Context: an optimization exercise on an open-source flow, tuned for small area. The choices shown serve that exercise and are no tape-out recipe.
Where RTL was checked, it was by simulation tests only, not by an equivalence proof against the original.
Power figures rest on the tool's default switching activity, not on a simulated workload.

== before ==
==> flow/design.v (excerpt) <==
module pe_group # (
	parameter NUM_PEGS = 4,
	parameter NUM_PES = 8,
	parameter LOG2_PES = 3,
	parameter IN_DATA_TYPE = 8,
	parameter OUT_DATA_TYPE = 16)(
		clk,
		rst,
		i_data_valid,
		i_data_bus,
		i_stationary,
		i_dest_bus,
		i_vn_seperator,
		o_data_valid,
		o_data_bus
);
	input clk;
	input rst;
	input [NUM_PEGS -1 : 0] i_data_valid;
	input [NUM_PEGS * NUM_PES * IN_DATA_TYPE -1 : 0] i_data_bus;
	input [NUM_PEGS -1 : 0] i_stationary;
	input [NUM_PEGS * NUM_PES * LOG2_PES -1:0] i_dest_bus;
	input [NUM_PEGS * NUM_PES * LOG2_PES -1:0] i_vn_seperator;
	output [NUM_PEGS * NUM_PES -1:0] o_data_valid;
	output [NUM_PEGS * NUM_PES * OUT_DATA_TYPE -1:0] o_data_bus;
	genvar g;
	generate
		for (g = 0; g < NUM_PEGS; g = g + 1) begin : grp
			peg_slice u_peg (
				.clk(clk),
				.rst(rst),
				.i_valid(i_data_valid[g]),
				.i_stationary(i_stationary[g]),
				.i_data(i_data_bus[g*64 +: 64]),
				.i_dest(i_dest_bus[g*24 +: 24]),
				.i_vn(i_vn_seperator[g*24 +: 24]),
				.o_valid(o_data_valid[g*8 +: 8]),
				.o_data(o_data_bus[g*128 +: 128])
			);
		end
	endgenerate
endmodule
Size in the first run: about 18000 cells after synthesis, roughly 3500 flip-flops.
==> module peg_fan, before the edit <==
module peg_fan (
	input clk,
	input rst,
	input i_valid,
	input [8:0] i_eq,
	input [127:0] i_p,
	output reg [7:0] o_valid,
	output [127:0] o_data
);
	wire [15:0] p0 = i_p[0 +: 16];
	wire [15:0] p1 = i_p[16 +: 16];
	wire [15:0] p2 = i_p[32 +: 16];
	wire [15:0] p3 = i_p[48 +: 16];
	wire [15:0] p4 = i_p[64 +: 16];
	wire [15:0] p5 = i_p[80 +: 16];
	wire [15:0] p6 = i_p[96 +: 16];
	wire [15:0] p7 = i_p[112 +: 16];
	wire e0 = i_eq[0], e1 = i_eq[1], e2 = i_eq[2], e3 = i_eq[3];
	wire e4 = i_eq[4], e5 = i_eq[5], e6 = i_eq[6];
	wire x13 = i_eq[7], x46 = i_eq[8];
	wire x24 = e3 ? e2 : i_eq[7];
	wire x35 = e3 ? e4 : i_eq[8];
	wire a0_both = ~e0 & ~e1;
	wire a0_left = ~e0 & e1;
	wire a6_both = ~e6 & ~e5;
	wire a6_right = ~e6 & e5;
	wire a2_both = ~e1 & ~e3 & ~e2;
	wire a2_right = e1 & ~e3 & ~e2;
	wire a2_left = ~e1 & e3 & ~e2;
	wire a2_byp = ~(a2_both | a2_right | a2_left);
	wire a4_both = ~e3 & ~e5 & ~e4;
	wire a4_right = e3 & ~e5 & ~e4;
	wire a4_left = ~e3 & e5 & ~e4;
	wire a4_byp = ~(a4_both | a4_right | a4_left);
	wire a1_both = e0 & e2 & ~e3 & ~e1;
	wire a1_right = ~a1_both & e2 & ~e3 & ~e1;
	wire a1_left = ~a1_both & ~a1_right & e0 & ~e1;
	wire a5_both = e4 & e6 & ~e3 & ~e5;
	wire a5_left = ~a5_both & e4 & ~e3 & ~e5;
	wire a5_right = ~a5_both & ~a5_left & e6 & ~e5;
	wire a3_both = e1 & e5 & ~x24 & ~x35;
	wire a3_right = ~a3_both & e5 & ~x35;
	wire a3_left = ~a3_both & ~a3_right & e1 & ~x24;
	reg [15:0] r_a0, r_a1, r_a2, r_a4, r_a5, r_a6;
	wire [15:0] n_a0 = (i_valid & a0_left) ? p1 : r_a0;
	wire [15:0] n_a2 = (i_valid & (a2_byp | a2_right)) ? p2 : r_a2;
	wire [15:0] n_a4 = (i_valid & (a4_byp | a4_left)) ? p5 : r_a4;
	wire [15:0] n_a6 = (i_valid & a6_right) ? p6 : r_a6;
	wire [15:0] o0 = e0 ? p0 + p1 : n_a0;
	wire [15:0] o2lo = e2 ? p2 + p3 : n_a2;
	wire [15:0] o2hi = e2 ? p2 + p3 : p3;
	wire [15:0] o4lo = e4 ? p4 + p5 : p4;
	wire [15:0] o4hi = e4 ? p4 + p5 : n_a4;
	wire [15:0] o6 = e6 ? p6 + p7 : n_a6;
	wire [15:0] n_a1 = (i_valid & a1_left) ? o2lo : (i_valid & a1_right) ? o0 : r_a1;
	wire [15:0] n_a5 = (i_valid & a5_left) ? o6 : (i_valid & a5_right) ? o4hi : r_a5;
	wire [15:0] s1 = o0 + o2lo;
	wire [15:0] o1 = e1 ? s1 : n_a1;
	wire [15:0] s5 = o4hi + o6;
	wire [15:0] o5 = e5 ? s5 : n_a5;
	wire [15:0] l3 = (x13 & e1) ? s1 : x13 ? n_a1 : o2hi;
	wire [15:0] r3 = (x46 & e5) ? s5 : x46 ? n_a5 : o4lo;
	always @ (posedge clk) begin
		if (rst) begin
			r_a0 <= 16'd0;
			r_a1 <= 16'd0;
			r_a2 <= 16'd0;
			r_a4 <= 16'd0;
			r_a5 <= 16'd0;
			r_a6 <= 16'd0;
		end else begin
			r_a0 <= n_a0;
			r_a1 <= n_a1;
			r_a2 <= n_a2;
			r_a4 <= n_a4;
			r_a5 <= n_a5;
			r_a6 <= n_a6;
		end
	end
	wire l1_0 = a1_both | a1_left;
	wire l1_2 = a1_both | a1_right;
	wire l5_4 = a5_both | a5_left;
	wire l5_6 = a5_both | a5_right;
	wire l3_1 = a3_both | a3_left;
	wire l3_5 = a3_both | a3_right;
	wire [7:0] w_v;
	assign w_v[0] = l1_0 | a0_both | a0_left;
	assign w_v[1] = l3_1 | a0_both;
	assign w_v[2] = l1_2 | a2_both | a2_left;
	assign w_v[3] = e3 | a2_both | a2_right;
	assign w_v[4] = l5_4 | a4_both | a4_left;
	assign w_v[5] = l3_5 | a4_both | a4_right;
	assign w_v[6] = l5_6 | a6_both;
	assign w_v[7] = a6_both | a6_right;
	wire [127:0] w_o;
	assign w_o[0 +: 16] = l1_0 ? o0 : p0;
	assign w_o[16 +: 16] = e1 ? s1 : p1;  
	assign w_o[32 +: 16] = l1_2 ? o2lo : p2;
	assign w_o[48 +: 16] = e3 ? l3 : p3;  
	assign w_o[64 +: 16] = l5_4 ? o4hi : p4;
	assign w_o[80 +: 16] = e5 ? s5 : p5;  
	assign w_o[96 +: 16] = l5_6 ? o6 : p6;
	assign w_o[112 +: 16] = p7;
	reg [127:0] r_o;
	reg [15:0] r_r3;
	assign o_data[47:0] = r_o[47:0];
	assign o_data[63:48] = r_o[63:48] + r_r3;
	assign o_data[127:64] = r_o[127:64];
	always @ (posedge clk) begin
		o_valid <= i_valid ? w_v : 8'd0;
		r_o <= w_o;
		r_r3 <= e3 ? r3 : 16'd0;
	end
endmodule
Settings: LEC_CHECK=0, CAP_MARGIN=20, CORE_MARGIN=2, CORE_UTILIZATION=68, CTS_BUF_LIST=sky130_fd_sc_hd__clkbuf_8, CTS_CLUSTER_DIAMETER=50, CTS_CLUSTER_SIZE=20, GPL_TIMING_DRIVEN=0, SETUP_SLACK_MARGIN=0.1, SLEW_MARGIN=20; clock period 5.5 ns.
standard.sh (not shown) runs the stock make flow with config.mk's settings and CLKGATE_MAP_FILE= SYNTH_SCRIPT=/design/flow/synth_recipe.tcl, a recipe that flattens the netlist after the stock synthesis.
==> flow/flow/run.sh <==
#!/bin/bash
# The standard layout (the standard.sh, with the standard flow's own synthesis), with the
# buffers that Yosys/ABC put in the netlist removed at floorplan instead of kept.
set -euo pipefail
bash standard.sh REMOVE_ABC_BUFFERS=1 finish > standard_flow.log 2>&1
--- input diff before..after ---
==> flow/design.v, changed modules only <==
module peg_fan (
	input clk,
	input rst,
	input i_valid,
	input [8:0] i_eq,
	input [127:0] i_p,
	output reg [7:0] o_valid,
	output [127:0] o_data
);
	wire [15:0] p0 = i_p[0 +: 16];
	wire [15:0] p1 = i_p[16 +: 16];
	wire [15:0] p2 = i_p[32 +: 16];
	wire [15:0] p3 = i_p[48 +: 16];
	wire [15:0] p4 = i_p[64 +: 16];
	wire [15:0] p5 = i_p[80 +: 16];
	wire [15:0] p6 = i_p[96 +: 16];
	wire [15:0] p7 = i_p[112 +: 16];
	wire e0 = i_eq[0], e1 = i_eq[1], e2 = i_eq[2], e3 = i_eq[3];
	wire e4 = i_eq[4], e5 = i_eq[5], e6 = i_eq[6];
	wire x13 = i_eq[7], x46 = i_eq[8];
	wire x24 = e3 ? e2 : i_eq[7];
	wire x35 = e3 ? e4 : i_eq[8];
	wire a0_both = ~e0 & ~e1;
	wire a0_left = ~e0 & e1;
	wire a6_both = ~e6 & ~e5;
	wire a6_right = ~e6 & e5;
	wire a2_both = ~e1 & ~e3 & ~e2;
	wire a2_right = e1 & ~e3 & ~e2;
	wire a2_left = ~e1 & e3 & ~e2;
	wire a2_byp = ~(a2_both | a2_right | a2_left);
	wire a4_both = ~e3 & ~e5 & ~e4;
	wire a4_right = e3 & ~e5 & ~e4;
	wire a4_left = ~e3 & e5 & ~e4;
	wire a4_byp = ~(a4_both | a4_right | a4_left);
	wire a1_both = e0 & e2 & ~e3 & ~e1;
	wire a1_right = ~a1_both & e2 & ~e3 & ~e1;
	wire a1_left = ~a1_both & ~a1_right & e0 & ~e1;
	wire a5_both = e4 & e6 & ~e3 & ~e5;
	wire a5_left = ~a5_both & e4 & ~e3 & ~e5;
	wire a5_right = ~a5_both & ~a5_left & e6 & ~e5;
	wire a3_both = e1 & e5 & ~x24 & ~x35;
	wire a3_right = ~a3_both & e5 & ~x35;
	wire a3_left = ~a3_both & ~a3_right & e1 & ~x24;
	reg [15:0] r_a0, r_a1, r_a2, r_a4, r_a5, r_a6;
	wire [15:0] n_a0 = (i_valid & a0_left) ? p1 : r_a0;
	wire [15:0] n_a2 = (i_valid & (a2_byp | a2_right)) ? p2 : r_a2;
	wire [15:0] n_a4 = (i_valid & (a4_byp | a4_left)) ? p5 : r_a4;
	wire [15:0] n_a6 = (i_valid & a6_right) ? p6 : r_a6;
	wire [15:0] s01 = p0 + (e0 ? p1 : 16'd0);
	wire [15:0] s23 = p2 + (e2 ? p3 : 16'd0);
	wire [15:0] s45 = p4 + (e4 ? p5 : 16'd0);
	wire [15:0] s67 = p6 + (e6 ? p7 : 16'd0);
	wire [15:0] o0 = e0 ? s01 : n_a0;
	wire [15:0] o2lo = e2 ? s23 : n_a2;
	wire [15:0] o2hi = e2 ? s23 : p3;
	wire [15:0] o4lo = s45;  
	wire [15:0] o4hi = e4 ? s45 : n_a4;
	wire [15:0] o6 = e6 ? s67 : n_a6;
	wire [15:0] n_a1 = (i_valid & a1_left) ? o2lo : (i_valid & a1_right) ? o0 : r_a1;
	wire [15:0] n_a5 = (i_valid & a5_left) ? o6 : (i_valid & a5_right) ? o4hi : r_a5;
	wire [15:0] s1 = o0 + o2lo;
	wire [15:0] o1 = e1 ? s1 : n_a1;
	wire [15:0] s5 = o4hi + o6;
	wire [15:0] o5 = e5 ? s5 : n_a5;
	wire [15:0] l3 = (x13 & e1) ? s1 : x13 ? n_a1 : o2hi;
	wire [15:0] r3 = (x46 & e5) ? s5 : x46 ? n_a5 : o4lo;
	always @ (posedge clk) begin
		if (rst) begin
			r_a0 <= 16'd0;
			r_a1 <= 16'd0;
			r_a2 <= 16'd0;
			r_a4 <= 16'd0;
			r_a5 <= 16'd0;
			r_a6 <= 16'd0;
		end else begin
			r_a0 <= n_a0;
			r_a1 <= n_a1;
			r_a2 <= n_a2;
			r_a4 <= n_a4;
			r_a5 <= n_a5;
			r_a6 <= n_a6;
		end
	end
	wire l1_0 = a1_both | a1_left;
	wire l1_2 = a1_both | a1_right;
	wire l5_4 = a5_both | a5_left;
	wire l5_6 = a5_both | a5_right;
	wire l3_1 = a3_both | a3_left;
	wire l3_5 = a3_both | a3_right;
	wire [7:0] w_v;
	assign w_v[0] = l1_0 | a0_both | a0_left;
	assign w_v[1] = l3_1 | a0_both;
	assign w_v[2] = l1_2 | a2_both | a2_left;
	assign w_v[3] = e3 | a2_both | a2_right;
	assign w_v[4] = l5_4 | a4_both | a4_left;
	assign w_v[5] = l3_5 | a4_both | a4_right;
	assign w_v[6] = l5_6 | a6_both;
	assign w_v[7] = a6_both | a6_right;
	wire [127:0] w_o;
	assign w_o[0 +: 16] = s01;
	assign w_o[16 +: 16] = e1 ? s1 : p1;  
	assign w_o[32 +: 16] = s23;
	assign w_o[48 +: 16] = e3 ? l3 : p3;  
	assign w_o[64 +: 16] = s45;
	assign w_o[80 +: 16] = e5 ? s5 : p5;  
	assign w_o[96 +: 16] = s67;
	assign w_o[112 +: 16] = p7;
	reg [127:0] r_o;
	reg [15:0] r_r3;
	assign o_data[47:0] = r_o[47:0];
	assign o_data[63:48] = r_o[63:48] + r_r3;
	assign o_data[127:64] = r_o[127:64];
	always @ (posedge clk) begin
		o_valid <= i_valid ? w_v : 8'd0;
		r_o <= w_o;
		r_r3 <= e3 ? r3 : 16'd0;
	end
endmodule
[summary]
Share of power burned in combinational logic is higher on before
Cell count for after: 1.1% down relative to before
Comparing via count for after and before, the smaller number came from after.
Worst supply voltage drop on vdd, after and before, lower one = after.
~same clock-pin slew on the worst setup and hold paths in after and before
Changes observed in after relative to before: power lost about 7.5%, well-tap cell count lost 0.50%, total routed wirelength lost 7.5%, share of the clock period used by the worst path after layout lost 0.85 points.
Looking at critical path depth, after sits below before.
after against before: power share of the sequential group moved up; global placer's final weighted congestion dropped about 1.8%.
The buffer count excluding the clock tree in the final layout was comparable across after and before.

job 6516:
Starting RTL as in the previous note.
Settings: LEC_CHECK=0, CAP_MARGIN=20, CORE_MARGIN=2, CORE_UTILIZATION=60, CTS_BUF_LIST=sky130_fd_sc_hd__clkbuf_8, CTS_CLUSTER_DIAMETER=50, CTS_CLUSTER_SIZE=20, GPL_TIMING_DRIVEN=0, SETUP_SLACK_MARGIN=0.1, SLEW_MARGIN=20; clock period 5.5 ns.
==> flow/flow/run.sh <==
#!/bin/bash
# The standard layout (the standard.sh, with the standard flow's own synthesis), with the
# buffers that Yosys/ABC put in the netlist removed at floorplan instead of kept,
# and every input and output port buffered with the library's smallest buffer.
set -euo pipefail
bash standard.sh REMOVE_ABC_BUFFERS=1 "BUFFER_PORTS_ARGS=-buffer_cell sky130_fd_sc_hd__buf_1" finish > standard_flow.log 2>&1
For job 6312, these inputs were changed with respect to job 6516:
==> flow/design.v, changed modules only <==
module peg_fan (
	input clk,
	input rst,
	input i_valid,
	input [8:0] i_eq,
	input [127:0] i_p,
	output reg [7:0] o_valid,
	output [127:0] o_data
);
	wire [15:0] p0 = i_p[0 +: 16];
	wire [15:0] p1 = i_p[16 +: 16];
	wire [15:0] p2 = i_p[32 +: 16];
	wire [15:0] p3 = i_p[48 +: 16];
	wire [15:0] p4 = i_p[64 +: 16];
	wire [15:0] p5 = i_p[80 +: 16];
	wire [15:0] p6 = i_p[96 +: 16];
	wire [15:0] p7 = i_p[112 +: 16];
	wire e0 = i_eq[0], e1 = i_eq[1], e2 = i_eq[2], e3 = i_eq[3];
	wire e4 = i_eq[4], e5 = i_eq[5], e6 = i_eq[6];
	wire x13 = i_eq[7], x46 = i_eq[8];
	wire x24 = e3 ? e2 : i_eq[7];
	wire x35 = e3 ? e4 : i_eq[8];
	wire a0_both = ~e0 & ~e1;
	wire a0_left = ~e0 & e1;
	wire a6_both = ~e6 & ~e5;
	wire a6_right = ~e6 & e5;
	wire a2_both = ~e1 & ~e3 & ~e2;
	wire a2_right = e1 & ~e3 & ~e2;
	wire a2_left = ~e1 & e3 & ~e2;
	wire a2_byp = ~(a2_both | a2_right | a2_left);
	wire a4_both = ~e3 & ~e5 & ~e4;
	wire a4_right = e3 & ~e5 & ~e4;
	wire a4_left = ~e3 & e5 & ~e4;
	wire a4_byp = ~(a4_both | a4_right | a4_left);
	wire a1_both = e0 & e2 & ~e3 & ~e1;
	wire a1_right = ~a1_both & e2 & ~e3 & ~e1;
	wire a1_left = ~a1_both & ~a1_right & e0 & ~e1;
	wire a5_both = e4 & e6 & ~e3 & ~e5;
	wire a5_left = ~a5_both & e4 & ~e3 & ~e5;
	wire a5_right = ~a5_both & ~a5_left & e6 & ~e5;
	wire a3_both = e1 & e5 & ~x24 & ~x35;
	wire a3_right = ~a3_both & e5 & ~x35;
	wire a3_left = ~a3_both & ~a3_right & e1 & ~x24;
	reg [15:0] r_a0, r_a1, r_a2, r_a4, r_a5, r_a6;
	wire [15:0] n_a0 = (i_valid & a0_left) ? p1 : r_a0;
	wire [15:0] n_a2 = (i_valid & (a2_byp | a2_right)) ? p2 : r_a2;
	wire [15:0] n_a4 = (i_valid & (a4_byp | a4_left)) ? p5 : r_a4;
	wire [15:0] n_a6 = (i_valid & a6_right) ? p6 : r_a6;
	wire [15:0] s01 = p0 + (e0 ? p1 : 16'd0);
	wire [15:0] s23 = p2 + (e2 ? p3 : 16'd0);
	wire [15:0] s45 = p4 + (e4 ? p5 : 16'd0);
	wire [15:0] s67 = p6 + (e6 ? p7 : 16'd0);
	wire [15:0] o0 = e0 ? s01 : n_a0;
	wire [15:0] o2lo = e2 ? s23 : n_a2;
	wire [15:0] o2hi = e2 ? s23 : p3;
	wire [15:0] o4lo = e4 ? s45 : p4;
	wire [15:0] o4hi = e4 ? s45 : n_a4;
	wire [15:0] o6 = e6 ? s67 : n_a6;
	wire [15:0] n_a1 = (i_valid & a1_left) ? o2lo : (i_valid & a1_right) ? o0 : r_a1;
	wire [15:0] n_a5 = (i_valid & a5_left) ? o6 : (i_valid & a5_right) ? o4hi : r_a5;
	wire [15:0] s1 = o0 + o2lo;
	wire [15:0] o1 = e1 ? s1 : n_a1;
	wire [15:0] s5 = o4hi + o6;
	wire [15:0] o5 = e5 ? s5 : n_a5;
	wire [15:0] l3 = (x13 & e1) ? s1 : x13 ? n_a1 : o2hi;
	wire [15:0] r3 = (x46 & e5) ? s5 : x46 ? n_a5 : o4lo;
	always @ (posedge clk) begin
		if (rst) begin
			r_a0 <= 16'd0;
			r_a1 <= 16'd0;
			r_a2 <= 16'd0;
			r_a4 <= 16'd0;
			r_a5 <= 16'd0;
			r_a6 <= 16'd0;
		end else begin
			r_a0 <= n_a0;
			r_a1 <= n_a1;
			r_a2 <= n_a2;
			r_a4 <= n_a4;
			r_a5 <= n_a5;
			r_a6 <= n_a6;
		end
	end
	wire l1_0 = a1_both | a1_left;
	wire l1_2 = a1_both | a1_right;
	wire l5_4 = a5_both | a5_left;
	wire l5_6 = a5_both | a5_right;
	wire l3_1 = a3_both | a3_left;
	wire l3_5 = a3_both | a3_right;
	wire [7:0] w_v;
	assign w_v[0] = l1_0 | a0_both | a0_left;
	assign w_v[1] = l3_1 | a0_both;
	assign w_v[2] = l1_2 | a2_both | a2_left;
	assign w_v[3] = e3 | a2_both | a2_right;
	assign w_v[4] = l5_4 | a4_both | a4_left;
	assign w_v[5] = l3_5 | a4_both | a4_right;
	assign w_v[6] = l5_6 | a6_both;
	assign w_v[7] = a6_both | a6_right;
	wire [127:0] w_o;
	assign w_o[0 +: 16] = s01;
	assign w_o[16 +: 16] = e1 ? s1 : p1;  
	assign w_o[32 +: 16] = s23;
	assign w_o[48 +: 16] = e3 ? l3 : p3;  
	assign w_o[64 +: 16] = s45;
	assign w_o[80 +: 16] = e5 ? s5 : p5;  
	assign w_o[96 +: 16] = s67;
	assign w_o[112 +: 16] = p7;
	reg [127:0] r_o;
	reg [15:0] r_r3;
	assign o_data[47:0] = r_o[47:0];
	assign o_data[63:48] = r_o[63:48] + r_r3;
	assign o_data[127:64] = r_o[127:64];
	always @ (posedge clk) begin
		o_valid <= i_valid ? w_v : 8'd0;
		r_o <= w_o;
		r_r3 <= e3 ? r3 : 16'd0;
	end
endmodule
Results
Compared with job 6516, job 6312 shows count of fill cells added during filler insertion that has gone down slightly.
Diff job 6516 -> job 6312: post-synthesis cell type count saw a decrease; row count saw a decrease; post-synthesis sequential area ratio saw an increase; share of power burned in the clock network saw an increase; core utilization of the finished layout saw an increase.
Row fraction of power spent switching nets: job 6312 lower / job 6516 higher
Job 6312 against job 6516: via count roughly the same, overall power of the completed layout saw a decrease, diode insertion count for antenna repair saw a decrease, logic depth of the worst path, buffers included now smaller.
Job 6312 and job 6516 ended up with nearly the same non-filler instance count after layout.
Function not checked in job 6312: the RTL went through the layout flow alone.

==> re-timing with driven ports <==
The flow's constraints put no driver on any port. The routed layouts listed below were extracted and timed again, unchanged, in two steps.
Step 1 assumes that a clkbuf_16 drives the clock port and a buf_2 every other input.
Step 2, shift: input delay + t, output delay - t, t = (earliest + latest rising clock arrival at the registers) / 2. This alone moves slack from input paths to output paths.
Slacks: ideal ports / drivers / drivers and shift; pairs: ideal ports / drivers.
run	t, ns	setup WS [ns]	worst slew at a driven data input, ns
before	1.187	0.212 / 0.133 / 0.212	0.20
after	1.194	0.259 / 0.158 / 0.259	0.19
job 6516	1.178	0.308 / 0.210 / 0.308	0.20
job 6312	1.198	0.253 / 0.235 / 0.253	0.24
After both steps every run listed still meets setup and hold.
